What follows belongs to an exercise in optimizing a design on an open flow for small area, a short achievable clock period and few clock cycles per item; a production flow would make more cautious choices. RTL that was checked went through simulation tests only; none was proved equivalent to the original. For runs 1, 2, 6 and 7, only the layout was checked, not whether the RTL still works. Power is estimated from default activity; no workload was simulated.

==> design/flow/design.v <==
module LASER (
input CLK,
input RST,
input [3:0] X,
input [3:0] Y,
output reg [3:0] C1X,
output reg [3:0] C1Y,
output reg [3:0] C2X,
output reg [3:0] C2Y,
output reg DONE);
localparam [5:0]  NREAD  = 6'd40;       
localparam [10:0] NROUND = 11'd2000;
localparam [15:0] INIT   = {4'd0, 4'd0, 4'd8, 4'd8};
localparam NG = 5;                      
function [9:0] lfsr_step;
  input [9:0] v;
  input integer n;
  integer k;
  begin
    lfsr_step = v;
    for (k = 0; k < n; k = k + 1)
      lfsr_step = {lfsr_step[8:0], lfsr_step[9] ^ lfsr_step[6]};
  end
endfunction
function [3:0] mv;
  input [3:0] b;
  input       up;
  input       st1;                 
  reg   [4:0] sum;
  begin
    if (up) begin
      sum = {1'b0, b} + (st1 ? 5'd1 : 5'd2);
      mv  = sum[4] ? 4'd15 : sum[3:0];
    end else begin
      sum = {1'b0, b} - (st1 ? 5'd1 : 5'd2);
      mv  = sum[4] ? 4'd0 : sum[3:0];
    end
  end
endfunction
function [15:0] mv4;
  input [15:0] b;
  input [9:0]  q;
  begin
    mv4 = {mv(b[15:12], q[0], q[5]), mv(b[11:8], q[3], q[5]),
           mv(b[7:4],   q[5], q[5]), mv(b[3:0],  q[9], q[5])};
  end
endfunction
function [3:0] cls;
  input [3:0] p, c;
  reg [4:0] d, k;
  integer b;
  begin
    k[0] = 1'b1;
    for (b = 0; b < 4; b = b + 1) begin
      d[b]   = p[b] ^ ~c[b] ^ k[b];
      k[b+1] = (p[b] & ~c[b]) | (p[b] & k[b]) | (~c[b] & k[b]);
    end
    d[4] = ~k[4];
    cls[0] = ~|d;
    cls[1] = (~d[4] & ~d[3] & ~d[2] & ~(d[1] & d[0])) | (d[4] & d[3] & d[2] & d[1]);
    cls[2] = (~d[4] & ~d[3] & ~d[2]) | (d[4] & d[3] & d[2] & (d[1] | d[0]));
    cls[3] = (~d[4] & ~d[3] & (~d[2] | ~(d[1] | d[0]))) | (d[4] & d[3] & d[2]);
  end
endfunction
function cov1;
  input [3:0] px, py, cx, cy;
  reg [3:0] a, b;
  begin
    a = cls(px, cx);
    b = cls(py, cy);
    cov1 = (a[3] & b[0]) | (a[2] & b[1]) | (a[1] & b[2]) | (a[0] & b[3]);
  end
endfunction
function cov2;
  input [7:0]  p;
  input [15:0] t;
  begin
    cov2 = cov1(p[7:4], p[3:0], t[15:12], t[11:8]) | cov1(p[7:4], p[3:0], t[7:4], t[3:0]);
  end
endfunction
function gt3;
  input [5:0] a, b, r;
  reg [5:0] s, k;
  reg [6:0] t;
  begin
    s = a ^ b ^ ~r;
    k = (a & b) | (a & ~r) | (b & ~r);
    t = {1'b0, s} + {k, 1'b0};
    gt3 = t[6];
  end
endfunction
reg  [5:0]  cnt;                        
reg  [10:0] rcQ, rcO;                   
reg  [9:0]  VQ, VO;                     
reg         s1d;                        
reg         fin2q, fin3;                
wire        rd    = (cnt < NREAD);
reg [NG-1:0] redo;
reg          redom;
reg          rnd2;                      
wire [10:0] rc    = redom ? rcO : rcQ;
wire [9:0]  V     = redom ? VO : VQ;
wire        fin2  = fin2q & ~redom;
wire        s1    = ~rd & ~DONE & (rc < NROUND);    
wire [9:0]  V1    = lfsr_step(V, 1);
wire [9:0]  V42   = lfsr_step(V, 42);
wire        rndS  = (lfsr_step(V, 41) < 10'd150);  
wire         s2v = s1d & ~redom;        
wire         gt;                        
always @(posedge CLK) begin
  if (RST) begin
    cnt   <= 6'd0;
    s1d   <= 1'b0;
    fin2q <= 1'b0;
    fin3  <= 1'b0;
    DONE  <= 1'b0;
  end else begin
    cnt   <= DONE ? 6'd0 : rd ? cnt + 6'd1 : cnt;
    s1d   <= s1;
    fin2q <= s1 & (rc == NROUND - 11'd1);
    fin3  <= fin2;
    DONE  <= fin3;
  end
end
integer g;
always @(posedge CLK) begin
  if (RST | rd) begin
    redom <= 1'b0;
    redo  <= {NG{1'b0}};
  end else begin
    redom <= s1d & ~redom & ~rnd2 & gt & s1;
    for (g = 0; g < NG; g = g + 1)
      redo[g] <= s1d & ~redo[g] & ~rnd2 & gt & s1;
  end
  rnd2 <= rndS;
end
always @(posedge CLK) begin
  if (RST)
    VQ <= 10'h1;
  else if (rd | fin2 | fin3)
    VQ <= V1;
  else if (s1)
    VQ <= V42;
  else
    VQ <= V;
  VO <= V;
end
always @(posedge CLK) begin
  if (rd)
    rcQ <= 11'd0;
  else if (s1)
    rcQ <= rc + 11'd1;
  else
    rcQ <= rc;
  rcO <= rc;
end
reg [7:0] P [0:39];
integer i;
always @(posedge CLK) begin
  P[0] <= rd ? {X, Y} : P[39];
  for (i = 1; i < 40; i = i + 1)
    P[i] <= P[i-1];
end
reg  [15:0] PA;                         
reg  [15:0] PQ;                         
reg  [15:0] T1Q, XQ, TO;
wire [15:0] T1 = redom ? TO : T1Q;      
wire [15:0] Xc = redom ? TO : XQ;       
wire [15:0] K  = redom ? PA : PQ;       
wire [15:0] Pb = rd ? INIT : rndS ? K : (s2v & rnd2) ? T1 : Xc;
always @(posedge CLK) begin
  PA <= mv4(T1, V);
  PQ <= mv4(Pb, rd ? V1 : V42);
  T1Q <= s1 ? K : T1;
  TO  <= T1;
  if (rd)
    XQ <= INIT;
  else if (s1 & s2v & rnd2)
    XQ <= T1;
  else
    XQ <= Xc;
end
reg [39:0] hit;
reg [15:0] Kg;
integer j;
always @(*)
  for (j = 0; j < 40; j = j + 1) begin
    Kg = redo[j / 8] ? PA : PQ;
    hit[j] = cov2(P[j], Kg);
  end
wire [5:0] ca, cb;
wire cs1 = hit[0] ^ hit[1] ^ hit[2];
wire cs2 = (hit[0] & hit[1]) | (hit[0] & hit[2]) | (hit[1] & hit[2]);
wire cs3 = hit[3] ^ hit[4] ^ hit[5];
wire cs4 = (hit[3] & hit[4]) | (hit[3] & hit[5]) | (hit[4] & hit[5]);
wire cs5 = hit[6] ^ hit[7] ^ hit[8];
wire cs6 = (hit[6] & hit[7]) | (hit[6] & hit[8]) | (hit[7] & hit[8]);
wire cs7 = hit[9] ^ hit[10] ^ hit[11];
wire cs8 = (hit[9] & hit[10]) | (hit[9] & hit[11]) | (hit[10] & hit[11]);
wire cs9 = hit[12] ^ hit[13] ^ hit[14];
wire cs10 = (hit[12] & hit[13]) | (hit[12] & hit[14]) | (hit[13] & hit[14]);
wire cs11 = hit[15] ^ hit[16] ^ hit[17];
wire cs12 = (hit[15] & hit[16]) | (hit[15] & hit[17]) | (hit[16] & hit[17]);
wire cs13 = hit[18] ^ hit[19] ^ hit[20];
wire cs14 = (hit[18] & hit[19]) | (hit[18] & hit[20]) | (hit[19] & hit[20]);
wire cs15 = hit[21] ^ hit[22] ^ hit[23];
wire cs16 = (hit[21] & hit[22]) | (hit[21] & hit[23]) | (hit[22] & hit[23]);
wire cs17 = hit[24] ^ hit[25] ^ hit[26];
wire cs18 = (hit[24] & hit[25]) | (hit[24] & hit[26]) | (hit[25] & hit[26]);
wire cs19 = hit[27] ^ hit[28] ^ hit[29];
wire cs20 = (hit[27] & hit[28]) | (hit[27] & hit[29]) | (hit[28] & hit[29]);
wire cs21 = hit[30] ^ hit[31] ^ hit[32];
wire cs22 = (hit[30] & hit[31]) | (hit[30] & hit[32]) | (hit[31] & hit[32]);
wire cs23 = hit[33] ^ hit[34] ^ hit[35];
wire cs24 = (hit[33] & hit[34]) | (hit[33] & hit[35]) | (hit[34] & hit[35]);
wire cs25 = hit[36] ^ hit[37] ^ hit[38];
wire cs26 = (hit[36] & hit[37]) | (hit[36] & hit[38]) | (hit[37] & hit[38]);
wire cs27 = cs1 ^ cs3 ^ cs5;
wire cs28 = (cs1 & cs3) | (cs1 & cs5) | (cs3 & cs5);
wire cs29 = cs7 ^ cs9 ^ cs11;
wire cs30 = (cs7 & cs9) | (cs7 & cs11) | (cs9 & cs11);
wire cs31 = cs13 ^ cs15 ^ cs17;
wire cs32 = (cs13 & cs15) | (cs13 & cs17) | (cs15 & cs17);
wire cs33 = cs19 ^ cs21 ^ cs23;
wire cs34 = (cs19 & cs21) | (cs19 & cs23) | (cs21 & cs23);
wire cs35 = cs2 ^ cs4 ^ cs6;
wire cs36 = (cs2 & cs4) | (cs2 & cs6) | (cs4 & cs6);
wire cs37 = cs8 ^ cs10 ^ cs12;
wire cs38 = (cs8 & cs10) | (cs8 & cs12) | (cs10 & cs12);
wire cs39 = cs14 ^ cs16 ^ cs18;
wire cs40 = (cs14 & cs16) | (cs14 & cs18) | (cs16 & cs18);
wire cs41 = cs20 ^ cs22 ^ cs24;
wire cs42 = (cs20 & cs22) | (cs20 & cs24) | (cs22 & cs24);
wire cs43 = pr0 ^ pr1 ^ pr2;
wire cs44 = (pr0 & pr1) | (pr0 & pr2) | (pr1 & pr2);
wire cs45 = pr3 ^ pr4 ^ pr5;
wire cs46 = (pr3 & pr4) | (pr3 & pr5) | (pr4 & pr5);
wire cs47 = pr6 ^ pr7 ^ pr8;
wire cs48 = (pr6 & pr7) | (pr6 & pr8) | (pr7 & pr8);
wire cs49 = pr9 ^ pr10 ^ pr11;
wire cs50 = (pr9 & pr10) | (pr9 & pr11) | (pr10 & pr11);
wire cs51 = pr12 ^ pr13 ^ pr14;
wire cs52 = (pr12 & pr13) | (pr12 & pr14) | (pr13 & pr14);
wire cs53 = pr15 ^ pr16 ^ pr17;
wire cs54 = (pr15 & pr16) | (pr15 & pr17) | (pr16 & pr17);
wire cs55 = cs44 ^ cs46 ^ cs47;
wire cs56 = (cs44 & cs46) | (cs44 & cs47) | (cs46 & cs47);
wire cs57 = cs48 ^ cs50 ^ cs52;
wire cs58 = (cs48 & cs50) | (cs48 & cs52) | (cs50 & cs52);
wire cs59 = cs55 ^ cs49 ^ cs51;
wire cs60 = (cs55 & cs49) | (cs55 & cs51) | (cs49 & cs51);
wire cs61 = cs56 ^ cs57 ^ cs53;
wire cs62 = (cs56 & cs57) | (cs56 & cs53) | (cs57 & cs53);
wire cs63 = cs60 ^ cs61 ^ pr18;
wire cs64 = (cs60 & cs61) | (cs60 & pr18) | (cs61 & pr18);
wire cs65 = cs62 ^ cs58 ^ cs54;
wire cs66 = (cs62 & cs58) | (cs62 & cs54) | (cs58 & cs54);
reg pr0;
reg pr1;
reg pr2;
reg pr3;
reg pr4;
reg pr5;
reg pr6;
reg pr7;
reg pr8;
reg pr9;
reg pr10;
reg pr11;
reg pr12;
reg pr13;
reg pr14;
reg pr15;
reg pr16;
reg pr17;
reg pr18;
always @(posedge CLK) begin
  pr0 <= cs27;
  pr1 <= cs29;
  pr2 <= cs31;
  pr3 <= cs33;
  pr4 <= cs25;
  pr5 <= hit[39];
  pr6 <= cs28;
  pr7 <= cs30;
  pr8 <= cs32;
  pr9 <= cs34;
  pr10 <= cs35;
  pr11 <= cs37;
  pr12 <= cs39;
  pr13 <= cs41;
  pr14 <= cs26;
  pr15 <= cs36;
  pr16 <= cs38;
  pr17 <= cs40;
  pr18 <= cs42;
end
assign ca = {1'b0, cs66, cs64, cs63, cs59, cs43};
assign cb = {1'b0, 1'b0, cs65, 1'b0, 1'b0, cs45};
reg  [5:0] prev, best;
wire [5:0] cov = ca + cb;
assign     gt  = gt3(ca, cb, prev);
wire       dec = rnd2 | gt;
reg  [5:0]  cov3;                       
reg  [15:0] t3;
reg         s3;
always @(posedge CLK) begin
  if (rd)
    prev <= 6'd0;
  else if (s2v & dec)
    prev <= cov;
  cov3 <= cov;
  t3   <= T1;
  s3   <= s2v & ~rd;
end
always @(posedge CLK) begin
  if (rd)
    best <= 6'd0;
  else if (s3 && cov3 > best)
    best <= cov3;
end
always @(posedge CLK) begin
  if (RST) begin
    C1X <= 4'd7; C1Y <= 4'd7;
    C2X <= 4'd7; C2Y <= 4'd7;
  end else if (s3 && cov3 > best) begin
    {C1X, C1Y, C2X, C2Y} <= t3;
  end
end
endmodule
==> design/flow/run.sh <==
#!/bin/bash
# synth_recipe.tcl (not shown) runs the flow's synth.tcl, then flattens the netlist and writes it again
# the make line also repeats each setting of config.mk as NAME=value (left out here)
make -C /OpenROAD-flow-scripts/flow DESIGN_CONFIG=/design/flow/config.mk WORK_HOME=/design/flow/orfs CLKGATE_MAP_FILE= SYNTH_SCRIPT=/design/flow/synth_recipe.tcl finish
==> design/flow/config.mk <==
export PLATFORM = sky130hd
export DESIGN_NAME = LASER
export DESIGN_NICKNAME = LASER
export VERILOG_FILES = /design/flow/design.v
export SDC_FILE = /design/flow/constraint.sdc
export NUM_CORES = 4
export LEC_CHECK = 0
export ABC_CLOCK_PERIOD_IN_PS = 2500
export CAP_MARGIN = 20
export CORE_MARGIN = 2
export CORE_UTILIZATION = 40
export SETUP_SLACK_MARGIN = 1.5
export SLEW_MARGIN = 20
==> design/flow/constraint.sdc <==
create_clock -name core_clock -period 6.0 [get_ports {CLK}]
set_input_delay 1.2000 -clock core_clock [delete_from_list [all_inputs] [get_ports {CLK}]]
set_output_delay 1.2000 -clock core_clock [all_outputs]
set_load 0.01 [all_outputs]
==> impl_metrics.ini, run 1 <==
[clock_tree]
cts.clk_slew.worst_paths_ps = 60
cts_root_buf = clkbuf_16
ctsHoldBuffers = 0
cts.path.max_buffers = 3
cts_tree = built
insertion_delay_ps = 660
cts-htree-levels = 2
cts.sinks = 513
numCtsBuffers = 59

[timing]
rsz0062_at_grt = yes
slew_headroom = 0.253
period_share = 0.740
worst_clock_skew_ps = 32.1
finalSetupTns_ps = 0
worst_pin_slew_ps = 1100
drv_slew = 0
period_minus_slack_ps = 4440
setup_violations = 0
finalHoldViolations = 0
fmax_mhz = 225

[worst_hold_path]
hold_class = flop to flop

[worst_setup_path]
cp-end-kind = flop
worstSetupPathType = flop to flop
cp.required_ps = 6510
cp_data_arrival_time_ps = 4950
crit_path_max_fanout = 6
critPathBufInv = 1
cp_common_cell = fa_1
cp_cell_sequence = mux2_4 > ha_1 > inv_1 > fa_1 > fa_1 > fa_1 > and3b_1 > o21ai_0 > o211ai_1 > nand4b_1 > o21ai_0 > a32o_1 > fa_1 > fa_1
crit_path_max_incr_delay_ps = 500
slowest_stage = dfxtp_2
start_kind = flop
crit_family = adder cells
reg2reg_slack_ps = 1560

[floorplanning]
core_area_mm2 = 0.0997
die_w_um = 320
die_h_um = 320
die_area_mm2 = 0.103
core.rowCount = 116
io_pins = 27
start_util = 0.402

[power_and_ir_drop]
vdd_drop_max_mv = 0.375
p_int_mw = 7.43
switching_share = 0.331
power.density_mw_per_mm2 = 247
leakagePower_nw = 19.1
clkPwrFrac = 0.346
power.net_switching_mw = 3.67
power_frac_comb = 0.294
power_frac_seq = 0.360

[synth]
post-synth-top-area-cell = fa_1
ys_types = 78
synth_ff_type = dfxtp_1
async_flop_share = 0
ys_seq_elements = 513
postSynthAreaPerCell_um2 = 9.47
syn_inst = 4229
synth_edf_count = 0
synth_warnings = 2
synth_area_leaders = fa_1 (26%), dfxtp_1 (26%), inv_1 (6.8%)
yosysSeqAreaShare = 0.256
yosys-top-cells-count = inv_1 (729), fa_1 (530), dfxtp_1 (513), nor2_1 (326), o21ai_0 (251)
synth_top_area_share = 0.265
synth_fp_nets = 4979
synthesis.area_mm2 = 0.0401
synthMostInstantiatedCell = inv_1

[flow_run]
cap_violations = 0

[global_routing]
grt_pass1_vias = 29486
grt_max_degree = 58
grt_overflow = 0
antenna_found_initial = 0
grtUsageTotal = 0.210
grt_pass1_wl_um = 168000

[routing]
firstDrtPassIters = 5
dr_total_vias = 29444
drt_iter0_markers = 1991
viasPerCell = 5.17
ant_nets = 0
wl_um = 106000
drc_errors = 0
avgRoutedWirePerCell_um = 18.6

[layout]
num_antenna_cells = 0
drive_gt1_frac = 0.0822
fin_cells = 5700
finalInstanceArea_mm2 = 0.0450
fin_nets = 5107
syn_to_final_growth_pct = 12.2
final_util = 0.451

[placed_design]
port-buffer-count = 26
placed_cell_area_mm2 = 0.0425
post-place-cells = 5566
gp_congestion = 0.874
dp_hpwl_um = 79900

[status]
status = no timing/DRC/antenna violations
==> placed cells by master, fill, tap and decap left out, drive strengths merged, types with 90 or more instances in the layout <==
| cell type | count |
|---|---|
| mux2i | 156 |
| buf | 103 |
| nor2 | 326 |
| fa | 530 |
| nor2b | 190 |
| nor3 | 90 |
| dfxtp | 513 |
| a21oi | 188 |
| inv | 731 |
| ha | 210 |
| o21ai | 254 |
| nand2 | 179 |
==> cells by family after synthesis <==
| family | count (synthesis) | synth area share |
|---|---|---|
| adder cells (fa/ha/maj) | 740 | 0.330 |
| XOR/XNOR | 54 | 0.0137 |
| AND/OR/NAND/NOR | 1137 | 0.148 |
| AO/OA/AOI/OAI | 769 | 0.117 |
| buffers and inverters | 795 | 0.0753 |
| multiplexers | 221 | 0.0590 |
| flip-flops | 513 | 0.256 |
==> per-layer routing <==
metal	global-route usage	vias up	wire length, um
li1	-	14307	-
met1	0.286	14370	48400
met2	0.348	612	49800
met3	0.0325	155	5040
met4	0.0543	0	2880
met5	0	-	0
==> power groups by stage <==
stage | Clock, mW | Combinational, mW | Sequential (mW)
2_1_floorplan | 0 | 2.31 | 3.89
3_3_place_gp | 0 | 2.92 | 4.07
3_5_place_dp | 0 | 2.98 | 4.06
4_1_cts | 3.92 | 3.04 | 3.99
5_1_grt | 4.04 | 3.74 | 4.03
6_report | 3.84 | 3.26 | 4.00
==> stage by stage <==
stage | hold WS [ps] | worst slack [ps] | power (mW)
floorplan | 331 | 1430 | 6.20
global placement | 334 | 1140 | 6.99
detailed placement | 336 | 1030 | 7.05
CTS | 350 | 1450 | 11.0
global route | 351 | 1410 | 11.8
finish | 337 | 1560 | 11.1
==> repair_timing <==
item	4_1_cts	5_1_grt
buffers inserted	2	26
gates resized for setup	22	40
endpoints found under the setup margin	23	31
pin swaps	1	5
==> cell type report <==
cell class	count	area, um^2
Inverter	733	2750
Fill cell	9432	54700
Timing Repair Buffer	129	1070
Clock buffer	78	1660
Sequential cell	513	10300
Clock inverter	28	388
Tap cell	1298	1620
Multi-Input combinational cell	2921	27200
==> registers in the layout, indices dropped and copies added, names as in the netlist, 10 cells and up <==
signal and count:
P 320, VQ 10, T1Q 16, XQ 16
PQ 16, t3 16, VO 10, rcO 11
PA 16, rcQ 11
==> worst reg2reg max path: stages (launching register included) <==
cell and delay, ps:
dfxtp_2 500, mux2_4 280, ha_1 170, inv_1 50, fa_1 370, fa_1 390, fa_1 490, and3b_1 200
o21ai_0 240, o211ai_1 140, nand4b_1 110, o21ai_0 100, a32o_1 270, fa_1 500, fa_1 470
==> path summary, 6_finish.rpt <==
check             startpoint       end  cells after the start
hold reg to reg     P[26][4]  P[27][4]                      0
hold / removal      P[26][4]  P[27][4]                      0
setup reg to reg       PQ[8]       pr0                     14
setup / recovery       PQ[8]       pr0                     14
==> run 2, diff against run 1 <==
--- a/design/flow/design.v
+++ b/design/flow/design.v
@@ -11,7 +11,7 @@
 localparam [5:0]  NREAD  = 6'd40;       
 localparam [10:0] NROUND = 11'd2000;
 localparam [15:0] INIT   = {4'd0, 4'd0, 4'd8, 4'd8};
-localparam NG = 5;                      
+localparam NG = 8;                      
 function [9:0] lfsr_step;
   input [9:0] v;
   input integer n;
@@ -185,7 +185,7 @@
 integer j;
 always @(*)
   for (j = 0; j < 40; j = j + 1) begin
-    Kg = redo[j / 8] ? PA : PQ;
+    Kg = redo[j * NG / 40] ? PA : PQ;
     hit[j] = cov2(P[j], Kg);
   end
 wire [5:0] ca, cb;
--- a/design/flow/config.mk
+++ b/design/flow/config.mk
@@ -5,7 +5,6 @@
 export SDC_FILE = /design/flow/constraint.sdc
 export NUM_CORES = 4
 export LEC_CHECK = 0
-export ABC_CLOCK_PERIOD_IN_PS = 2500
 export CAP_MARGIN = 20
 export CORE_MARGIN = 2
 export CORE_UTILIZATION = 40
==> impl_metrics.ini, run 2 <==
[synth]
synth-adder-area-share = 0.325
syn_inst = 4283
synth_warnings = 2
synth_area_leaders = fa_1 (26%), dfxtp_1 (25%), inv_1 (6.5%)
async_flop_share = 0
synth_top_family_by_area = adder cells
synthXorXnorAreaFrac = 0.0125
ys_types = 86
yosysSeqAreaShare = 0.253
synth_ff_type = dfxtp_1
synth_edf_count = 0
ys_seq_elements = 516
synthMostInstantiatedCell = inv_1
yosys-top-cells-count = inv_1 (709), fa_1 (530), dfxtp_1 (516), nor2_1 (284), o21ai_0 (252)
synthesis.area_mm2 = 0.0408
synthMuxAreaShare = 0.0743
synth_fp_nets = 5033
post-synth-top-area-cell = fa_1
postSynthAreaPerCell_um2 = 9.52
yosys.area_share.simple = 0.146
synth_compound_area_frac = 0.114
synth_top_area_share = 0.260

[global_routing]
grtUsageTotal = 0.209
grt_pass1_vias = 29617
antenna_found_initial = 1
grt_pass1_wl_um = 169000
grt_max_degree = 57
grt_overflow = 0

[worst_setup_path]
timing.rr.start = PA[3]
critPathLaunch = PA[3]
cp_data_arrival_time_ps = 4880
crit_path_max_fanout = 9
cp-end-kind = flop
cp-endpoint = pr0
r2r-end = pr0
start_kind = flop
r2r_cells = 10
cp.required_ps = 6530
reg2reg_slack_ps = 1650
worstSetupPathType = flop to flop

[layout]
largest_register_ffs = 320
syn_to_final_growth_pct = 12.0
drive_gt1_frac = 0.0861
top_register = P
nFillCells = 9635
final_util = 0.450
final_cell_mix = inv_1 (708), fa_1 (526), dfxtp_1 (488), nor2_1 (284), o21ai_0 (246)
fin_nets = 5124
final_common_cell = inv_1
num_antenna_cells = 0
fin_cells = 5794

[placed_design]
port-buffer-count = 26
gp_congestion = 0.889
dp_hpwl_um = 82200
post-place-cells = 5670
place_ws_ps = 1080

[routing]
wl_um = 107000
avgRoutedWirePerCell_um = 18.5
dr_total_vias = 29799
drt_iter0_markers = 2246
firstDrtPassIters = 5
drc_errors = 0
ant_nets = 0
viasPerCell = 5.14

[timing]
period_minus_slack_ps = 4350
fmax_mhz = 230
layout_setup_ws_ps = 1650
worst_clock_skew_ps = 41.9
setup_violations = 0
slew_headroom = 0.247
finalSetupTns_ps = 0
worst_pin_slew_ps = 1100
finalHoldViolations = 0
period_share = 0.725
rsz0062_at_grt = yes
drv_slew = 0

[floorplanning]
core_area_mm2 = 0.101
die_area_mm2 = 0.104
start_util = 0.402
die_w_um = 323
die_h_um = 323
io_pins = 27
core.rowCount = 117

[clock_tree]
cts_root_buf = clkbuf_16
cts_tree = built
insertion_delay_ps = 690
cts.clk_slew.worst_paths_ps = 70
numCtsBuffers = 61
cts-htree-levels = 2
cts.sinks = 516
ctsHoldBuffers = 0
cts.path.max_buffers = 3

[flow_run]
cap_violations = 0

[power_and_ir_drop]
power_frac_seq = 0.351
power_frac_comb = 0.286
power.net_switching_mw = 3.85
switching_share = 0.335
vdd_drop_max_mv = 0.420
p_int_mw = 7.63
power.density_mw_per_mm2 = 251
leakagePower_nw = 19.1
clkPwrFrac = 0.363

[status]
status = no timing/DRC/antenna violations

[worst_hold_path]
holdPathStages = 0
hold_class = flop to flop
## run 2: cell types whose count changed after synthesis, moves of 11 or more
cell	previous run	this run
inv_1	729	709
nor2_1	326	284
a21oi_1	187	202
and2_1	2	13
a211oi_1	38	27
o211ai_1	7	19
clkbuf_1	42	68
nor3_1	90	79
mux2_2	65	96
nand2_1	179	194
mux2i_1	149	186
## run 2: area by class of cell
class | instances | area [um^2] | share of cell area
Clock buffer | 88 | 1820 | 0.0399
Sequential cell | 516 | 10400 | 0.228
Timing Repair Buffer | 120 | 981 | 0.0215
Multi-Input combinational cell | 2963 | 27600 | 0.605
Tap cell | 1368 | 1710 | 0.0375
Inverter | 712 | 2680 | 0.0587
Clock inverter | 27 | 447 | 0.00979
## run 2: per-stage QoR
step                area, um^2  hold slack (ps)  power (mW)
finish                   45600              319        11.5
global route             45600              324        12.2
CTS                      45400              310        11.5
detailed placement       43100              335        7.24
global placement         43000              336        7.16
floorplan                40800              331        6.28
## run 2: how the worst min path moves through the flow
stage,end,slack [ps],start
2_1_floorplan,P[10][0],330,P[9][0]
3_3_place_gp,P[13][4],340,P[12][4]
3_5_place_dp,P[26][0],330,P[25][0]
4_1_cts,P[2][6],310,P[1][6]
5_1_grt,P[2][6],320,P[1][6]
6_report,P[2][6],320,P[1][6]
## run 2: kinds of logic (layout without fill, tap and decap cells)
logic type,Yosys count,after routing
mux,287,287
buf+inv,804,947
fa+ha+maj,740,740
simple gates,1119,1119
compound gates,766,766
xor+xnor,51,51
flops,516,516
## run 2: critical path, stage by stage (launching register included)
cell      delay [ps]
dfxtp_1         1000
mux2i_1          580
fa_1             740
nand2_1           60
mux2i_1          160
o21ai_0          120
a31oi_1          150
o311ai_0         200
o31ai_2          140
fa_1             530
fa_1             500
## run 2: power by group through the flow
stage	registers [mW]	clock network, mW	logic [mW]
after global routing	4.06	4.39	3.71
after global placement	4.09	0	3.07
final	4.03	4.17	3.28
after CTS	4.03	4.25	3.18
after detailed placement	4.09	0	3.15
after floorplan	3.89	0	2.40
## run 2: metal layers
metal | global-route usage | vias up | routed length, um
li1 | - | 14431 | -
met1 | 0.292 | 14571 | 50000
met2 | 0.337 | 635 | 49000
met3 | 0.0264 | 162 | 4980
met4 | 0.0671 | 0 | 3400
met5 | 0 | - | 0
## run 2: repair_timing
item / 4_1_cts / 5_1_grt
buffers inserted: 2 / 7
resized for setup: 27 / 56
setup endpoints to repair: 44 / 39
pin swaps: 0 / 5
==> run 3, diff against run 2 <==
--- a/design/flow/design.v
+++ b/design/flow/design.v
@@ -11,7 +11,7 @@
 localparam [5:0]  NREAD  = 6'd40;       
 localparam [10:0] NROUND = 11'd2000;
 localparam [15:0] INIT   = {4'd0, 4'd0, 4'd8, 4'd8};
-localparam NG = 8;                      
+localparam NG = 3;                      
 function [9:0] lfsr_step;
   input [9:0] v;
   input integer n;
==> impl_metrics.ini, run 3 <==
[layout]
num_antenna_cells = 0
syn_to_final_growth_pct = 13.9
top_register = P
nFillCells = 9393
largest_register_ffs = 320
final_common_cell = inv_1
final_cell_mix = inv_1 (736), fa_1 (527), dfxtp_1 (502), nor2_1 (307), o21ai_0 (245)
fin_cells = 5685
fin_nets = 5097
drive_gt1_frac = 0.0812

[timing]
finalHoldViolations = 0
period_minus_slack_ps = 4400
worst_pin_slew_ps = 1030
period_share = 0.734
hold_slack_ps = 327
rsz0062_at_grt = yes
layout_setup_ws_ps = 1600
fmax_mhz = 227
finalSetupTns_ps = 0
slew_headroom = 0.301
setup_violations = 0
worst_clock_skew_ps = 47.6
drv_slew = 0

[power_and_ir_drop]
switching_share = 0.335
vdd_drop_max_mv = 0.241
finalPower_mw = 11.0
power.density_mw_per_mm2 = 244
power.net_switching_mw = 3.68
leakagePower_nw = 19.1
p_int_mw = 7.31
power_frac_seq = 0.358
power_frac_comb = 0.291
clkPwrFrac = 0.351

[worst_setup_path]
r2r-end = pr3
start_kind = flop
crit_path_max_incr_delay_ps = 540
cp-end-kind = flop
cp_common_cell = fa_1
cp_cell_sequence = mux2_4 > buf_4 > ha_1 > inv_1 > fa_1 > fa_1 > fa_1 > nand2_1 > mux2i_1 > nand3_1 > o21ai_0 > fa_1 > fa_1
cp.required_ps = 6560
reg2reg_slack_ps = 1600
slowest_stage = fa_1
worstSetupPathType = flop to flop
cp_data_arrival_time_ps = 4960
r2r_cells = 13
timing.rr.start = PQ[8]
crit_path_max_fanout = 6

[global_routing]
grtUsageTotal = 0.199
grt_pass1_wl_um = 160000
antenna_found_initial = 2
grt_overflow = 0
grt_pass1_vias = 28628
grt_max_degree = 40

[floorplanning]
die_h_um = 318
start_util = 0.403
die_w_um = 318
io_pins = 27
die_area_mm2 = 0.101
core_area_mm2 = 0.0981
core.rowCount = 115

[synth]
synthMostInstantiatedCell = inv_1
synth_top_area_share = 0.269
postSynthAreaPerCell_um2 = 9.44
syn_inst = 4184
synthesis.area_mm2 = 0.0395
yosys-top-cells-count = inv_1 (737), fa_1 (530), dfxtp_1 (511), nor2_1 (307), o21ai_0 (248)
ys_seq_elements = 511
ys_types = 80
async_flop_share = 0
synth_ff_type = dfxtp_1
synth_edf_count = 0
post-synth-top-area-cell = fa_1
synth_fp_nets = 4934
synth_warnings = 2
yosysSeqAreaShare = 0.259
synth_area_leaders = fa_1 (27%), dfxtp_1 (26%), inv_1 (7.0%)

[clock_tree]
ctsHoldBuffers = 0
cts.sinks = 511
insertion_delay_ps = 690
numCtsBuffers = 60
cts.clk_slew.worst_paths_ps = 70
cts_root_buf = clkbuf_16
cts-htree-levels = 2
cts_tree = built
cts.path.max_buffers = 3

[worst_hold_path]
min_from = P[33][0]
holdPathStages = 0
min_to = P[34][0]
hold_class = flop to flop

[placed_design]
port-buffer-count = 26
gp_congestion = 0.818
place_ws_ps = 1180
dp_hpwl_um = 74900
post-place-cells = 5500

[flow_run]
cap_violations = 0

[status]
status = no timing/DRC/antenna violations

[routing]
wl_um = 102000
firstDrtPassIters = 8
dr_total_vias = 28932
avgRoutedWirePerCell_um = 17.9
drt_iter0_markers = 2029
drc_errors = 0
viasPerCell = 5.09
ant_nets = 0
## run 3: worst max path at each step
stage                       start  endpoint  slack [ps]  cells after the start
after floorplan           redo[0]       pr0        1480                     14
after global placement        pr6   prev[4]        1210                     16
after detailed placement      pr6   prev[4]        1180                     16
after CTS                   PQ[0]       pr0        1510                     14
after global routing        PQ[8]       pr3        1430                     13
final                       PQ[8]       pr3        1600                     13
## run 3: critical path: cells and delay by family, from the launching register on
kind / cells / cell delay, ps
AOI/OAI and AO/OA: 1 / 260
adders and majority gates: 6 / 2550
buffers and inverters: 2 / 260
DFF: 1 / 530
muxes: 2 / 510
and+or+nand+nor: 2 / 150
## run 3: layout make-up
cell class / instances / area, um^2 / share of cell area
inverters: 740 / 2780 / 0.0619
flip-flops and latches: 511 / 10200 / 0.228
repair buffers: 150 / 1480 / 0.0328
multi-input cells: 2884 / 26800 / 0.596
well taps: 1287 / 1610 / 0.0358
clock buffers: 79 / 1650 / 0.0367
clock inverters: 34 / 429 / 0.00954
## run 3: cell families after synthesis
| group | share of synthesized area |
|---|---|
| and+or+nand+nor | 0.145 |
| buffers and inverters | 0.0760 |
| AOI/OAI and AO/OA | 0.117 |
| adders and majority gates | 0.335 |
| DFF | 0.259 |
| muxes | 0.0545 |
| xor gates and xnor gates | 0.0129 |
## run 3: timing repair
item | in CTS | in global routing
endpoints found under the setup margin | 21 | 38
resized for setup | 19 | 23
setup buffers | 8 | 58
endpoints found under the hold margin | 0 | 0
cloned | 0 | 5
pin swaps | 1 | 5
## run 3: metrics by stage
step,cell area [um^2],util
final,45000,0.459
after global routing,45000,0.459
after CTS,44200,0.451
after detailed placement,42000,0.428
after global placement,41900,0.427
after floorplan,39700,-
## run 3: power groups by stage
stage               clock [mW]  combinational, mW  sequential (mW)
global placement             0               2.83             4.01
CTS                       3.95               3.01             3.94
finish                    3.86               3.20             3.94
floorplan                    0               2.26             3.87
detailed placement           0               2.93             4.01
global route              4.08               3.67             3.97
## run 3: routing by layer
metal	global-route usage	vias to the layer above	share of wire
met4	0.0512	0	0.025
met3	0.0265	127	0.043
met5	0	-	0
met2	0.325	545	0.46
li1	-	14177	-
met1	0.280	14083	0.48
Testbench counts of run 3, summed over its fixed seeds: cycles 151,005, items 64.
==> run 4, diff against run 3 <==
--- a/design/flow/config.mk
+++ b/design/flow/config.mk
@@ -8,5 +8,5 @@
 export CAP_MARGIN = 20
 export CORE_MARGIN = 2
 export CORE_UTILIZATION = 40
-export SETUP_SLACK_MARGIN = 1.5
+export SETUP_SLACK_MARGIN = 2.0
 export SLEW_MARGIN = 20
==> impl_metrics.ini, run 4 <==
[status]
status = no timing/DRC/antenna violations

[worst_setup_path]
crit_path_max_fanout = 6
start_kind = flop
reg2reg_slack_ps = 1600
timing.rr.start = redo[1]
cp.required_ps = 6580
worstSetupPathType = flop to flop
cp-end-kind = flop
cp_data_arrival_time_ps = 4980
r2r_cells = 17
r2r-end = pr2

[synth]
syn_inst = 4184
synth_ff_type = dfxtp_1
post-synth-top-area-cell = fa_1
yosys-top-cells-count = inv_1 (737), fa_1 (530), dfxtp_1 (511), nor2_1 (307), o21ai_0 (248)
postSynthAreaPerCell_um2 = 9.44
synthMostInstantiatedCell = inv_1
yosysSeqAreaShare = 0.259
synth_area_leaders = fa_1 (27%), dfxtp_1 (26%), inv_1 (7.0%)
synth_warnings = 2
synthesis.area_mm2 = 0.0395
synth_top_area_share = 0.269
ys_seq_elements = 511
synth_edf_count = 0
synth_fp_nets = 4934
async_flop_share = 0
ys_types = 80

[timing]
finalSetupTns_ps = 0
finalHoldViolations = 0
period_minus_slack_ps = 4400
slew_headroom = 0.323
setup_violations = 0
fmax_mhz = 227
layout_setup_ws_ps = 1600
period_share = 0.734
drv_slew = 0
worst_pin_slew_ps = 994
worst_clock_skew_ps = 77.4
rsz0062_at_grt = yes

[layout]
final_util = 0.481
final_cell_mix = inv_1 (707), dfxtp_1 (498), fa_1 (437), nor2_1 (306), o21ai_0 (226)
finalInstanceArea_mm2 = 0.0472
nFillCells = 9058
top_register = P
largest_register_ffs = 320
fin_nets = 5162
syn_to_final_growth_pct = 19.6
drive_gt1_frac = 0.145
num_antenna_cells = 0
final_common_cell = inv_1

[clock_tree]
ctsHoldBuffers = 0
cts-htree-levels = 2
cts.clk_slew.worst_paths_ps = 60
cts_root_buf = clkbuf_16
numCtsBuffers = 61
cts_tree = built
cts.path.max_buffers = 3
insertion_delay_ps = 710
cts.sinks = 511

[power_and_ir_drop]
leakagePower_nw = 19.8
clkPwrFrac = 0.355
vdd_drop_max_mv = 0.398
power.net_switching_mw = 3.86
power_frac_comb = 0.313
power.density_mw_per_mm2 = 250
switching_share = 0.327
p_int_mw = 7.93
power_frac_seq = 0.332

[global_routing]
grt_max_degree = 51
grt_pass1_wl_um = 166000
grt_overflow = 0
grtUsageTotal = 0.206
grt_pass1_vias = 29980
antenna_found_initial = 0

[worst_hold_path]
min_from = P[34][0]
min_to = P[35][0]
holdPathStages = 0
hold_class = flop to flop

[placed_design]
place_ws_ps = 1300
gp_congestion = 0.840
dp_hpwl_um = 74000
port-buffer-count = 26
placed_cell_area_mm2 = 0.0420

[routing]
ant_nets = 0
drc_errors = 0
wl_um = 103000
dr_total_vias = 29340
drt_iter0_markers = 1644
avgRoutedWirePerCell_um = 17.9
firstDrtPassIters = 5
viasPerCell = 5.10

[floorplanning]
core.rowCount = 115
core_area_mm2 = 0.0981
start_util = 0.403
die_h_um = 318
die_area_mm2 = 0.101
die_w_um = 318
io_pins = 27

[flow_run]
cap_violations = 0
run 4: worst max-delay path by stage:
| stage | start | endpoint | cells after the start |
|---|---|---|---|
| after floorplan | redo[0] | pr0 | 14 |
| after global placement | redo[0] | pr0 | 17 |
| after detailed placement | redo[0] | pr0 | 15 |
| after CTS | redo[0] | pr0 | 18 |
| after global routing | redo[1] | pr2 | 18 |
| final | redo[1] | pr2 | 17 |
run 4: final cells by class:
class                           instances  area [um^2]  area share
Clock buffer                           84         1750      0.0371
Clock inverter                         28          531      0.0112
Inverter                              740         2780      0.0588
Multi-Input combinational cell       2881        27800       0.589
Sequential cell                       511        10300       0.217
Tap cell                             1287         1610      0.0341
Timing Repair Buffer                  217         2460      0.0522
run 4: repair_timing:
item / CTS / global route
resized for setup: 211 / 140
pin swaps: 104 / 103
setup buffers: 106 / 35
endpoints found under the setup margin: 43 / 42
hold endpoints to repair: 0 / 0
cloned: 6 / 0
run 4: power by group through the flow:
stage               registers [mW]  logic [mW]  clock network [mW]
finish                        3.92        3.69                4.18
global route                  3.96        4.13                4.41
CTS                           3.93        3.46                4.26
detailed placement            3.99        2.99                   0
global placement              3.99        2.92                   0
floorplan                     3.87        2.30                   0
run 4: kinds of logic after synthesis:
kind of cell / after synthesis / share of synthesized area
and+or+nand+nor: 1115 / 0.145
buffers and inverters: 794 / 0.0760
AOI/OAI and AO/OA: 773 / 0.117
adders and majority gates: 740 / 0.335
DFF: 511 / 0.259
muxes: 202 / 0.0545
xor gates and xnor gates: 49 / 0.0129
run 4: metrics by stage:
stage,power (mW),hold WS (ps),instances
floorplan,6.17,331,4184
global placement,6.91,336,5487
CTS,11.6,329,5713
detailed placement,6.98,335,5489
global route,12.5,342,5748
finish,11.8,342,5748
run 4: worst max-delay path, cell delays in order, from the launching register on:
cell     delay, ps
dfxtp_4        350
buf_12         130
mux2_4         230
buf_6          120
buf_12         100
buf_12         100
ha_4           120
inv_2           40
fa_2           360
fa_2           370
fa_1           560
nand2_1         50
mux2_4         280
nor3_4         190
a31oi_4        110
fa_2           550
inv_2           40
fa_2           550
run 4: metal layers:
metal  share of wire  vias up  track usage  wire length, um
met2            0.48      537        0.347            49200
met1            0.45    14365        0.279            46800
met4           0.029        0       0.0593             2970
met3           0.038      162       0.0224             3950
li1                -    14276            -                -
met5               0        -            0                0
==> run 5, diff against run 4 <==
--- a/design/flow/config.mk
+++ b/design/flow/config.mk
@@ -8,5 +8,5 @@
 export CAP_MARGIN = 20
 export CORE_MARGIN = 2
 export CORE_UTILIZATION = 40
-export SETUP_SLACK_MARGIN = 2.0
+export SETUP_SLACK_MARGIN = 1.75
 export SLEW_MARGIN = 20
==> impl_metrics.ini, run 5 <==
[routing]
ant_nets = 0
drc_errors = 0
firstDrtPassIters = 5
viasPerCell = 5.13
wl_um = 102000
avgRoutedWirePerCell_um = 17.9
drt_iter0_markers = 1817
dr_total_vias = 29293

[floorplanning]
core.rowCount = 115
die_w_um = 318
core_area_mm2 = 0.0981
io_pins = 27
die_area_mm2 = 0.101
die_h_um = 318
start_util = 0.403

[worst_hold_path]
holdPathStages = 0
hold_class = flop to flop

[layout]
drive_gt1_frac = 0.110
syn_to_final_growth_pct = 16.3
nFillCells = 9257
final_cell_mix = inv_1 (723), fa_1 (496), dfxtp_1 (489), nor2_1 (307), o21ai_0 (237)
seqCellArea_mm2 = 0.0103
finalInstanceArea_mm2 = 0.0460
multi_input_area_mm2 = 0.0272
largest_register_ffs = 320
final_common_cell = inv_1
num_antenna_cells = 0
fin_nets = 5127
top_register = P

[global_routing]
grt_max_degree = 46
grt_overflow = 0
grtUsageTotal = 0.202
antenna_found_initial = 1
grt_pass1_vias = 29404
grt_pass1_wl_um = 162000

[placed_design]
dp_hpwl_um = 74300
port-buffer-count = 26
place_ws_ps = 1120
placed_cell_area_mm2 = 0.0419
gp_congestion = 0.846

[synth]
syn_inst = 4184
ys_seq_elements = 511
synth_top_area_share = 0.269
yosysSeqAreaShare = 0.259
postSynthAreaPerCell_um2 = 9.44
async_flop_share = 0
synth_area_leaders = fa_1 (27%), dfxtp_1 (26%), inv_1 (7.0%)
synth_ff_type = dfxtp_1
synth_warnings = 2
synthesis.area_mm2 = 0.0395
post-synth-top-area-cell = fa_1
synth_edf_count = 0
synth_fp_nets = 4934
synthMostInstantiatedCell = inv_1
ys_types = 80
yosys-top-cells-count = inv_1 (737), fa_1 (530), dfxtp_1 (511), nor2_1 (307), o21ai_0 (248)

[clock_tree]
numCtsBuffers = 61
cts.sinks = 511
cts-htree-levels = 2
cts.clk_slew.worst_paths_ps = 70
cts_tree = built
cts.path.max_buffers = 3
insertion_delay_ps = 670
ctsHoldBuffers = 0
cts_root_buf = clkbuf_16

[timing]
setup_violations = 0
period_minus_slack_ps = 4290
finalHoldViolations = 0
drv_slew = 0
worst_pin_slew_ps = 1090
layout_setup_ws_ps = 1710
fmax_mhz = 233
period_share = 0.715
rsz0062_at_grt = yes
worst_clock_skew_ps = 16.1
finalSetupTns_ps = 0
slew_headroom = 0.259

[worst_setup_path]
cp.required_ps = 6530
cp_cell_sequence = inv_2 > fa_2 > inv_2 > fa_2 > fa_2 > fa_1 > inv_2 > fa_1 > inv_2 > ha_4 > a21oi_2 > o21bai_1 > a21oi_2 > a21oi_4 > buf_12 > mux2i_2 > nor2_1
crit_family = adder cells
r2r_cells = 17
start_kind = flop
cp_data_arrival_time_ps = 4820
cp-end-kind = flop
worstSetupPathType = flop to flop
crit_path_max_incr_delay_ps = 600
slowest_stage = fa_1
cp_common_cell = inv_2
critPathBufInv = 5
crit_cells = 17
crit_path_max_fanout = 6
reg2reg_slack_ps = 1710

[power_and_ir_drop]
power.density_mw_per_mm2 = 249
vdd_drop_max_mv = 0.333
leakagePower_nw = 19.4

[flow_run]
cap_violations = 0

[status]
status = no timing/DRC/antenna violations
run 5: cell count changes in the layout (fill, tap and decap cells not counted), moves of 16 or more:
cell,previous run,this run
fa_2,93,34
fa_1,437,496
ha_4,25,6
ha_1,185,202
inv_2,31,15
inv_1,707,723
run 5: path summary, 6_finish.rpt:
| path | startpoint | to |
|---|---|---|
| setup / recovery | pr6 | prev[2] |
| hold / removal | P[21][6] | P[22][6] |
| setup reg to reg | pr6 | prev[2] |
| hold reg to reg | P[21][6] | P[22][6] |
run 5: area by class of cell:
type,instances,share of cell area
sequential,511,0.224
timing repair buffer,182,0.0424
clock buffer,80,0.0372
clock inverter,34,0.00994
inverter,740,0.0605
multi-input combinational,2881,0.591
tap,1287,0.0350
run 5: repair_timing:
item                       4_1_cts  5_1_grt
setup endpoints to repair       44       28
buffers inserted                48       57
cloned                           0        3
gates resized for setup         54      132
pin swaps                       10       57
run 5: where the power goes:
group	internal (mW)	switching, mW
clock	2.40	1.62
sequential	3.65	0.311
combinational	1.59	1.89
total	7.64	3.82
run 5: worst reg2reg max path: stages, from the launching register on:
cell and delay, ps:
dfxtp_2 320, inv_2 50, fa_2 580, inv_2 40, fa_2 390, fa_2 370
fa_1 600, inv_2 50, fa_1 520, inv_2 50, ha_4 260, a21oi_2 40
o21bai_1 170, a21oi_2 140, a21oi_4 180, buf_12 140, mux2i_2 210, nor2_1 60
run 5: kinds of logic after synthesis:
group	after synthesis	synth area share
AO/OA/AOI/OAI	773	0.117
XOR/XNOR	49	0.0129
buffers and inverters	794	0.0760
multiplexers	202	0.0545
flip-flops	511	0.259
AND/OR/NAND/NOR	1115	0.145
adder cells (fa/ha/maj)	740	0.335
run 5: per-stage QoR:
| stage | hold slack [ps] | std cells | power, mW | utilization |
|---|---|---|---|---|
| final | 347 | 5715 | 11.5 | 0.468 |
| after global routing | 348 | 5715 | 12.2 | 0.468 |
| after CTS | 342 | 5655 | 11.3 | 0.457 |
| after detailed placement | 335 | 5493 | 6.94 | 0.427 |
| after global placement | 334 | 5491 | 6.90 | 0.427 |
| after floorplan | 331 | 4184 | 6.14 | - |
run 5: per-layer routing:
metal,GRT usage,vias up,wire length [um]
met5,0,-,0
met4,0.0583,0,2750
met3,0.0264,157,4460
met2,0.334,576,48300
met1,0.279,14334,47000
li1,-,14226,-
==> run 6, diff against run 5 <==
--- a/design/flow/design.v
+++ b/design/flow/design.v
@@ -11,7 +11,7 @@
 localparam [5:0]  NREAD  = 6'd40;       
 localparam [10:0] NROUND = 11'd2000;
 localparam [15:0] INIT   = {4'd0, 4'd0, 4'd8, 4'd8};
-localparam NG = 3;                      
+localparam NG = 1;                      
 function [9:0] lfsr_step;
   input [9:0] v;
   input integer n;
==> impl_metrics.ini, run 6 <==
[global_routing]
grtUsageTotal = 0.207
grt_pass1_wl_um = 166000
grt_max_degree = 63
grt_pass1_vias = 29366
antenna_found_initial = 0
grt_overflow = 0

[synth]
yosys-top-cells-count = inv_1 (785), fa_1 (530), dfxtp_1 (509), nor2_1 (305), o21ai_0 (272)
synth_ff_type = dfxtp_1
ys_seq_elements = 509
post-synth-top-area-cell = fa_1
syn_inst = 4210
async_flop_share = 0
synth_warnings = 2
synthMostInstantiatedCell = inv_1
postSynthAreaPerCell_um2 = 9.41
synth_edf_count = 0
synth_top_area_share = 0.268
synth_fp_nets = 4960
synth_area_leaders = fa_1 (27%), dfxtp_1 (26%), inv_1 (7.4%)
yosysSeqAreaShare = 0.257
synthesis.area_mm2 = 0.0396
ys_types = 82

[timing]
finalSetupTns_ps = 0
rsz0062_at_grt = yes
slew_headroom = 0.400
period_share = 0.735
setup_violations = 0
layout_setup_ws_ps = 1590
worst_clock_skew_ps = 38.3
fmax_mhz = 227
drv_slew = 0
worst_pin_slew_ps = 881
finalHoldViolations = 0
period_minus_slack_ps = 4410

[floorplanning]
die_area_mm2 = 0.102
io_pins = 27
start_util = 0.403
core_area_mm2 = 0.0983
core.rowCount = 115
die_h_um = 319
die_w_um = 319

[power_and_ir_drop]
switching_share = 0.332
power.net_switching_mw = 3.88
power.density_mw_per_mm2 = 254
leakagePower_nw = 19.4
vdd_drop_max_mv = 0.409
power_frac_seq = 0.332
p_int_mw = 7.82
power_frac_comb = 0.329
clkPwrFrac = 0.339

[worst_setup_path]
slowest_stage = fa_2
critPathLaunch = redo
crit_path_max_fanout = 5
critPathBufInv = 6
crit_path_max_incr_delay_ps = 560
timing.rr.start = redo
cp.required_ps = 6590
cp_cell_sequence = buf_8 > buf_12 > mux2i_4 > buf_6 > buf_12 > clkbuf_16 > fa_2 > fa_2 > fa_1 > nand2_1 > mux2_4 > nor3_4 > a31oi_2 > fa_2 > inv_2 > fa_2
start_kind = flop
crit_family = adder cells
worstSetupPathType = flop to flop
r2r_cells = 16
cp_data_arrival_time_ps = 5000
cp_common_cell = fa_2
r2r-end = pr3
reg2reg_slack_ps = 1590
cp-end-kind = flop

[flow_run]
cap_violations = 0

[worst_hold_path]
min_from = P[30][0]
hold_class = flop to flop
min_to = P[31][0]
holdPathStages = 0

[clock_tree]
numCtsBuffers = 60
cts.path.max_buffers = 3
cts_tree = built
insertion_delay_ps = 660
cts.sinks = 509
ctsHoldBuffers = 0
cts_root_buf = clkbuf_16
cts.clk_slew.worst_paths_ps = 60
cts-htree-levels = 2

[routing]
ant_nets = 0
drc_errors = 0
avgRoutedWirePerCell_um = 18.4
viasPerCell = 5.11
drt_iter0_markers = 1866
firstDrtPassIters = 6
dr_total_vias = 29150
wl_um = 105000

[layout]
final_cell_mix = inv_1 (750), dfxtp_1 (504), fa_1 (445), nor2_1 (305), o21ai_0 (228)
drive_gt1_frac = 0.125
num_antenna_cells = 0
top_register = P
largest_register_ffs = 320
syn_to_final_growth_pct = 16.5
fin_nets = 5123
final_common_cell = inv_1
final_util = 0.470

[placed_design]
gp_congestion = 0.818
port-buffer-count = 26
place_ws_ps = 819
dp_hpwl_um = 70100

[status]
status = no timing/DRC/antenna violations
## run 6: worst max path at each step
stage / to / depth (start not counted)
global route: pr2 / 17
detailed placement: pr0 / 16
floorplan: pr3 / 13
finish: pr3 / 16
global placement: pr0 / 16
CTS: pr0 / 16
## run 6: layer usage
metal / GRT usage / part of all wire
met1: 0.284 / 0.46
met4: 0.0451 / 0.023
met2: 0.351 / 0.48
met3: 0.0231 / 0.039
met5: 0 / 0
## run 6: final cells by class
type | instances | area [um^2]
Tap cell | 1287 | 1610
Inverter | 790 | 2980
Multi-Input combinational cell | 2859 | 27200
Timing Repair Buffer | 153 | 2000
Sequential cell | 509 | 10200
Clock buffer | 78 | 1700
Fill cell | 9143 | 52100
Clock inverter | 33 | 420
## run 6: per-stage QoR
stage	instances	power [mW]	area [um^2]	hold WS (ps)
after global routing	5709	12.4	46200	359
final	5709	11.7	46200	348
after CTS	5683	11.4	45400	350
after global placement	5522	6.90	42000	335
after floorplan	4210	6.16	39800	331
after detailed placement	5522	6.95	42000	338
## run 6: cell families after synthesis
logic type / Yosys count / share of synthesized area
AO/OA/AOI/OAI: 778 / 0.120
XOR/XNOR: 56 / 0.0136
adder cells (fa/ha/maj): 740 / 0.334
buffers and inverters: 842 / 0.0816
flip-flops: 509 / 0.257
multiplexers: 159 / 0.0437
AND/OR/NAND/NOR: 1126 / 0.150
## run 6: power groups by stage
stage	Clock, mW	Combinational (mW)	Sequential, mW
final	3.97	3.85	3.88
after global routing	4.18	4.27	3.92
after CTS	4.05	3.48	3.89
after detailed placement	0	3.00	3.95
after global placement	0	2.94	3.96
after floorplan	0	2.31	3.84
## run 6: repair_timing
item | in CTS | in global routing
gates cloned | 12 | 3
buffers inserted | 38 | 23
resized for setup | 146 | 146
pin swaps | 61 | 63
endpoints found under the setup margin | 42 | 30
==> run 7, diff against run 6 <==
--- a/design/flow/design.v
+++ b/design/flow/design.v
@@ -11,7 +11,7 @@
 localparam [5:0]  NREAD  = 6'd40;       
 localparam [10:0] NROUND = 11'd2000;
 localparam [15:0] INIT   = {4'd0, 4'd0, 4'd8, 4'd8};
-localparam NG = 1;                      
+localparam NG = 2;                      
 function [9:0] lfsr_step;
   input [9:0] v;
   input integer n;
==> impl_metrics.ini, run 7 <==
[worst_setup_path]
r2r_cells = 15
slowest_stage = fa_1
cp.required_ps = 6540
crit_path_max_fanout = 7
r2r-end = pr3
worstSetupPathType = flop to flop
cp_data_arrival_time_ps = 4820
cp_cell_sequence = mux2_4 > buf_12 > buf_6 > ha_4 > inv_2 > fa_2 > fa_2 > fa_1 > nand2_1 > mux2_4 > nor4_4 > a31oi_2 > fa_1 > inv_2 > fa_1
reg2reg_slack_ps = 1710
start_kind = flop
crit_family = adder cells
cp_common_cell = fa_1
cp-end-kind = flop
crit_path_max_incr_delay_ps = 590
timing.rr.start = redo[1]
critPathBufInv = 4

[floorplanning]
die_area_mm2 = 0.101
die_w_um = 318
io_pins = 27
core.rowCount = 115
die_h_um = 318
core_area_mm2 = 0.0981
start_util = 0.402

[global_routing]
grt_pass1_vias = 29195
antenna_found_initial = 1
grt_pass1_wl_um = 164000
grt_max_degree = 69
grtUsageTotal = 0.205
grt_overflow = 0

[layout]
fin_cells = 5734
drive_gt1_frac = 0.135
finalInstanceArea_mm2 = 0.0464
largest_register_ffs = 320
top_register = P
final_cell_mix = inv_1 (703), dfxtp_1 (496), fa_1 (455), nor2_1 (273), o21ai_0 (225)
fin_nets = 5148
final_common_cell = inv_1
nFillCells = 9213
syn_to_final_growth_pct = 17.5
num_antenna_cells = 0
seqCellArea_mm2 = 0.0102
multi_input_area_mm2 = 0.0274

[timing]
finalSetupTns_ps = 0
period_minus_slack_ps = 4290
setup_violations = 0
fmax_mhz = 233
finalHoldViolations = 0
rsz0062_at_grt = yes
slew_headroom = 0.279
worst_clock_skew_ps = 28.5
drv_slew = 0
period_share = 0.714
layout_setup_ws_ps = 1710
worst_pin_slew_ps = 1080

[synth]
syn_inst = 4172
yosysSeqAreaShare = 0.259
async_flop_share = 0
synthMuxAreaShare = 0.0525
synth_top_family_by_area = adder cells
ys_types = 78
ys_seq_elements = 510
synth_compound_area_frac = 0.118
yosys.area_share.simple = 0.145
post-synth-top-area-cell = fa_1
synth_edf_count = 0
synth_ff_type = dfxtp_1
yosys-top-cells-count = inv_1 (732), fa_1 (530), dfxtp_1 (510), nor2_1 (273), o21ai_0 (248)
synthesis.area_mm2 = 0.0395
synth-adder-area-share = 0.336
synth_area_leaders = fa_1 (27%), dfxtp_1 (26%), inv_1 (7.0%)
synth_top_area_share = 0.269
synth_fp_nets = 4922
synth_warnings = 2
postSynthAreaPerCell_um2 = 9.46
synthMostInstantiatedCell = inv_1
synthXorXnorAreaFrac = 0.0135

[placed_design]
dp_hpwl_um = 73900
place_ws_ps = 950
gp_congestion = 0.854
port-buffer-count = 26
placed_cell_area_mm2 = 0.0419
post-place-cells = 5488

[worst_hold_path]
min_from = P[12][0]
holdPathStages = 0
hold_class = flop to flop
min_to = P[13][0]

[clock_tree]
cts_root_buf = clkbuf_16
cts.path.max_buffers = 3
cts.sinks = 510
ctsHoldBuffers = 0
cts-htree-levels = 2
insertion_delay_ps = 680
cts_tree = built
numCtsBuffers = 61
cts.clk_slew.worst_paths_ps = 60

[routing]
viasPerCell = 5.10
drt_iter0_markers = 1901
dr_total_vias = 29247
firstDrtPassIters = 5
avgRoutedWirePerCell_um = 18.2
ant_nets = 0
drc_errors = 0
wl_um = 104000

[power_and_ir_drop]
power.net_switching_mw = 3.82
clkPwrFrac = 0.342
vdd_drop_max_mv = 0.428
power.density_mw_per_mm2 = 246
power_frac_comb = 0.314
switching_share = 0.335
power_frac_seq = 0.344
p_int_mw = 7.58
leakagePower_nw = 19.5

[flow_run]
cap_violations = 0

[status]
status = no timing/DRC/antenna violations
## run 7: cell count changes after synthesis, sizes merged, moves of 9 or more
cell    before  now
a21oi      193  224
and3b        9    0
inv        789  734
mux2        43   56
mux2i      115  138
nand2      187  196
nand2b      50   61
nand3b      77   90
nor2       305  273
nor3        78   87
nor4bb      10    0
o21ai      275  250
o22ai       58   68
## run 7: worst max-delay path by stage
stage	startpoint	depth (start not counted)	end
final	redo[1]	15	pr3
after floorplan	redo[0]	13	pr0
after global placement	redo[1]	13	pr3
after global routing	redo[0]	16	pr1
after detailed placement	redo[1]	13	pr3
after CTS	redo[1]	12	pr3
## run 7: power groups by stage
stage | logic, mW | registers (mW) | clock network [mW]
finish | 3.58 | 3.92 | 3.90
global route | 4.03 | 3.95 | 4.12
CTS | 3.21 | 3.92 | 3.99
detailed placement | 2.97 | 3.99 | 0
global placement | 2.93 | 3.99 | 0
floorplan | 2.28 | 3.86 | 0
## run 7: routing by layer
layer	track usage	part of all wire	vias up
li1	-	-	14292
met1	0.296	0.48	14294
met2	0.332	0.46	537
met3	0.0215	0.041	124
met4	0.0472	0.021	0
met5	0	0	-
## run 7: kinds of logic (layout without fill, tap and decap cells)
family,Yosys count,count (layout)
AO/OA/AOI/OAI,775,775
XOR/XNOR,56,56
adder cells (fa/ha/maj),740,740
buffers and inverters,793,1063
flip-flops,510,510
multiplexers,194,199
AND/OR/NAND/NOR,1104,1104
## run 7: cell type report
cell class              instances  share of cell area
multi-input cells            2874               0.591
flip-flops and latches        510               0.221
inverters                     737              0.0598
repair buffers                214              0.0485
clock buffers                  83              0.0365
well taps                    1287              0.0347
clock inverters                29             0.00837
## run 7: worst reg2reg max path, cell delays in order, from the launching register on
cell,delay [ps]
dfxtp_4,390
mux2_4,270
buf_12,130
buf_6,100
ha_4,110
inv_2,30
fa_2,330
fa_2,350
fa_1,580
nand2_1,70
mux2_4,290
nor4_4,300
a31oi_2,90
fa_1,590
inv_2,50
fa_1,460
## run 7: stage by stage
stage	utilization	power [mW]	hold slack, ps
global placement	0.426	6.92	335
detailed placement	0.426	6.95	338
CTS	0.458	11.1	351
global route	0.472	12.1	352
floorplan	-	6.14	331
finish	0.472	11.4	350
## run 7: repair_timing
action / in CTS / in global routing
endpoints found under the setup margin: 40 / 34
gates resized for setup: 69 / 234
buffers inserted: 68 / 58
gates cloned: 4 / 3
pin swaps: 19 / 113
==> run 8, diff against run 7 <==
--- a/design/flow/design.v
+++ b/design/flow/design.v
@@ -11,7 +11,7 @@
 localparam [5:0]  NREAD  = 6'd40;       
 localparam [10:0] NROUND = 11'd2000;
 localparam [15:0] INIT   = {4'd0, 4'd0, 4'd8, 4'd8};
-localparam NG = 2;                      
+localparam NG = 3;                      
 function [9:0] lfsr_step;
   input [9:0] v;
   input integer n;
--- a/design/flow/config.mk
+++ b/design/flow/config.mk
@@ -8,5 +8,7 @@
 export CAP_MARGIN = 20
 export CORE_MARGIN = 2
 export CORE_UTILIZATION = 40
-export SETUP_SLACK_MARGIN = 1.75
+export CTS_BUF_LIST = sky130_fd_sc_hd__clkbuf_8
+export CTS_CLUSTER_SIZE = 20
+export SETUP_SLACK_MARGIN = 1.5
 export SLEW_MARGIN = 20
==> impl_metrics.ini, run 8 <==
[status]
status = no timing/DRC/antenna violations

[synth]
yosysSeqAreaShare = 0.259
synthesis.area_mm2 = 0.0395
synthMostInstantiatedCell = inv_1
yosys-top-cells-count = inv_1 (737), fa_1 (530), dfxtp_1 (511), nor2_1 (307), o21ai_0 (248)
post-synth-top-area-cell = fa_1
synth_area_leaders = fa_1 (27%), dfxtp_1 (26%), inv_1 (7.0%)
synth_warnings = 2
ys_types = 80
synth_top_area_share = 0.269
synth_ff_type = dfxtp_1
ys_seq_elements = 511
synth_edf_count = 0
syn_inst = 4184
async_flop_share = 0
synth_fp_nets = 4934
postSynthAreaPerCell_um2 = 9.44

[timing]
period_minus_slack_ps = 4440
setup_violations = 0
finalSetupTns_ps = 0
worst_pin_slew_ps = 963
rsz0062_at_grt = no
fmax_mhz = 225
drv_slew = 0
period_share = 0.741
finalHoldViolations = 0
worst_clock_skew_ps = 58.1
slew_headroom = 0.345

[global_routing]
antenna_found_initial = 1
grt_overflow = 0
grtUsageTotal = 0.201
grt_pass1_vias = 28962
grt_pass1_wl_um = 161000
grt_max_degree = 40

[worst_setup_path]
cp_cell_sequence = buf_12 > mux2_4 > ha_1 > inv_1 > fa_1 > fa_1 > fa_1 > nand3b_1 > o21ai_0 > nand2_1 > nand2_1 > nand2_1 > o22ai_1 > a21o_1 > fa_1 > fa_1
r2r_cells = 16
cp-end-kind = flop
cp_data_arrival_time_ps = 5070
r2r-end = pr7
reg2reg_slack_ps = 1560
worstSetupPathType = flop to flop
cp_common_cell = fa_1
timing.rr.start = redo[0]
slowest_stage = fa_1
cp.required_ps = 6620
start_kind = flop
crit_path_max_incr_delay_ps = 550
crit_path_max_fanout = 18

[power_and_ir_drop]
leakagePower_nw = 19.3
power.density_mw_per_mm2 = 242
vdd_drop_max_mv = 0.337

[clock_tree]
cts.path.max_buffers = 3
insertion_delay_ps = 790
cts_tree = built
numCtsBuffers = 95
cts.sinks = 511
cts-htree-levels = 3
cts_root_buf = clkbuf_8
ctsHoldBuffers = 0
cts.clk_slew.worst_paths_ps = 60

[layout]
top_register = P
syn_to_final_growth_pct = 13.9
nFillCells = 9389
largest_register_ffs = 320
final_util = 0.459
final_cell_mix = inv_1 (758), fa_1 (527), dfxtp_1 (504), nor2_1 (307), o21ai_0 (245)
fin_nets = 5131
final_common_cell = inv_1
finalInstanceArea_mm2 = 0.0450
drive_gt1_frac = 0.0908

[worst_hold_path]
holdPathStages = 0
min_to = P[19][4]
min_from = P[18][4]
hold_class = flop to flop

[placed_design]
dp_hpwl_um = 74900
placed_cell_area_mm2 = 0.0420
gp_congestion = 0.818
port-buffer-count = 26

[routing]
m1WireLength_um = 48300
drc_errors = 0
firstDrtPassIters = 5
route.top_layer_used = met4
viasPerCell = 5.07
wl_met3_um = 4430
ant_nets = 0
dr_total_vias = 29152
wl_um = 102000
avgRoutedWirePerCell_um = 17.8
wl_met2_um = 46600
drt_iter0_markers = 1971

[floorplanning]
io_pins = 27
core.rowCount = 115
die_area_mm2 = 0.101
die_w_um = 318
die_h_um = 318
start_util = 0.403
core_area_mm2 = 0.0981

[flow_run]
cap_violations = 0
==> run 8: cells by family (layout without fill, tap and decap cells) <==
kind of cell,count (synthesis),count (layout),share of synthesized area
simple gates,1115,1115,0.145
buf+inv,794,1065,0.0760
compound gates,773,773,0.117
fa+ha+maj,740,740,0.335
flops,511,511,0.259
mux,202,206,0.0545
xor+xnor,49,49,0.0129
other cells,0,4,0
==> run 8: timing repair <==
action                     CTS  global route
setup endpoints to repair   21            38
cloned                       0             4
pin swaps                    1             5
buffers inserted             8            57
resized for setup           19            22
==> run 8: worst max-delay path by stage <==
stage | from | end | cells past startpoint
6_report | redo[0] | pr7 | 16
5_1_grt | PA[8] | pr3 | 13
4_1_cts | PA[1] | pr2 | 11
3_5_place_dp | pr6 | prev[4] | 16
3_3_place_gp | pr6 | prev[4] | 16
2_1_floorplan | redo[0] | pr0 | 14
==> run 8: stage by stage <==
| stage | power, mW | cells | setup WS (ps) | hold WS (ps) |
|---|---|---|---|---|
| after floorplan | 6.13 | 4184 | 1480 | 331 |
| after global placement | 6.84 | 5498 | 1210 | 334 |
| after detailed placement | 6.93 | 5500 | 1180 | 336 |
| after CTS | 10.8 | 5683 | 1510 | 340 |
| after global routing | 11.6 | 5747 | 1450 | 353 |
| final | 10.9 | 5750 | 1560 | 342 |
==> run 8: cell type report <==
class	count	area, um^2	share of cell area
well taps	1287	1610	0.0358
multi-input cells	2883	26800	0.595
clock buffers	118	1620	0.0361
inverters	740	2780	0.0619
repair buffers	150	1450	0.0322
flip-flops and latches	511	10200	0.228
diodes	4	10.0	0.000222
clock inverters	57	490	0.0109
==> run 8: per-layer routing <==
layer	track usage	vias up
li1	-	14271
met1	0.280	14161
met2	0.326	563
met3	0.0282	157
met4	0.0587	0
met5	0	-
==> run 8: power by group <==
part | total (mW) | switching [mW] | internal (mW)
logic | 3.19 | 1.75 | 1.44
clock network | 3.77 | 1.70 | 2.07
registers | 3.94 | 0.292 | 3.64
==> run 8: worst max-delay path, delay by kind of cell, from the launching register on <==
family	cells	cell delay [ps]
DFF	1	390
buffers and inverters	2	290
AOI/OAI and AO/OA	3	520
adders and majority gates	6	2410
muxes	1	350
and+or+nand+nor	4	330
Testbench counts of run 8, summed over its fixed seeds: cycles 151,005, items 64.

==> what the ideal ports hide <==
In the flow no input, the clock included, has a driving cell. The finished layouts below were timed again as built, in two steps.
Step 1: set_driving_cell puts a clkbuf_16 on CLK and a buf_2 on each other input, an assumption about the parent block.
Step 2 adds t to the input delays and takes it off the output delays; t is the mean of the earliest and latest rising clock arrival at the registers after step 1. Input paths then give back, and output paths get back, about the clock's delay inside the block.
Slacks: ideal ports / drivers / drivers and shift; pairs: ideal ports / drivers.
run | t (ns) | setup slack, ns | worst register clock-pin slew, ns
run 1 | 0.705 | 1.561 / 1.561 / 1.561 | 0.07 / 0.07
run 2 | 0.734 | 1.649 / 1.649 / 1.649 | 0.07 / 0.07
run 3 | 0.740 | 1.598 / 1.598 / 1.598 | 0.07 / 0.07
run 4 | 0.733 | 1.598 / 1.598 / 1.598 | 0.07 / 0.07
run 5 | 0.730 | 1.712 / 1.712 / 1.712 | 0.07 / 0.07
run 6 | 0.711 | 1.592 / 1.592 / 1.592 | 0.07 / 0.07
run 7 | 0.724 | 1.713 / 1.713 / 1.713 | 0.06 / 0.06
run 8 | 0.819 | 1.556 / 1.556 / 1.556 | 0.07 / 0.07
After both steps setup and hold are still met in every run listed.
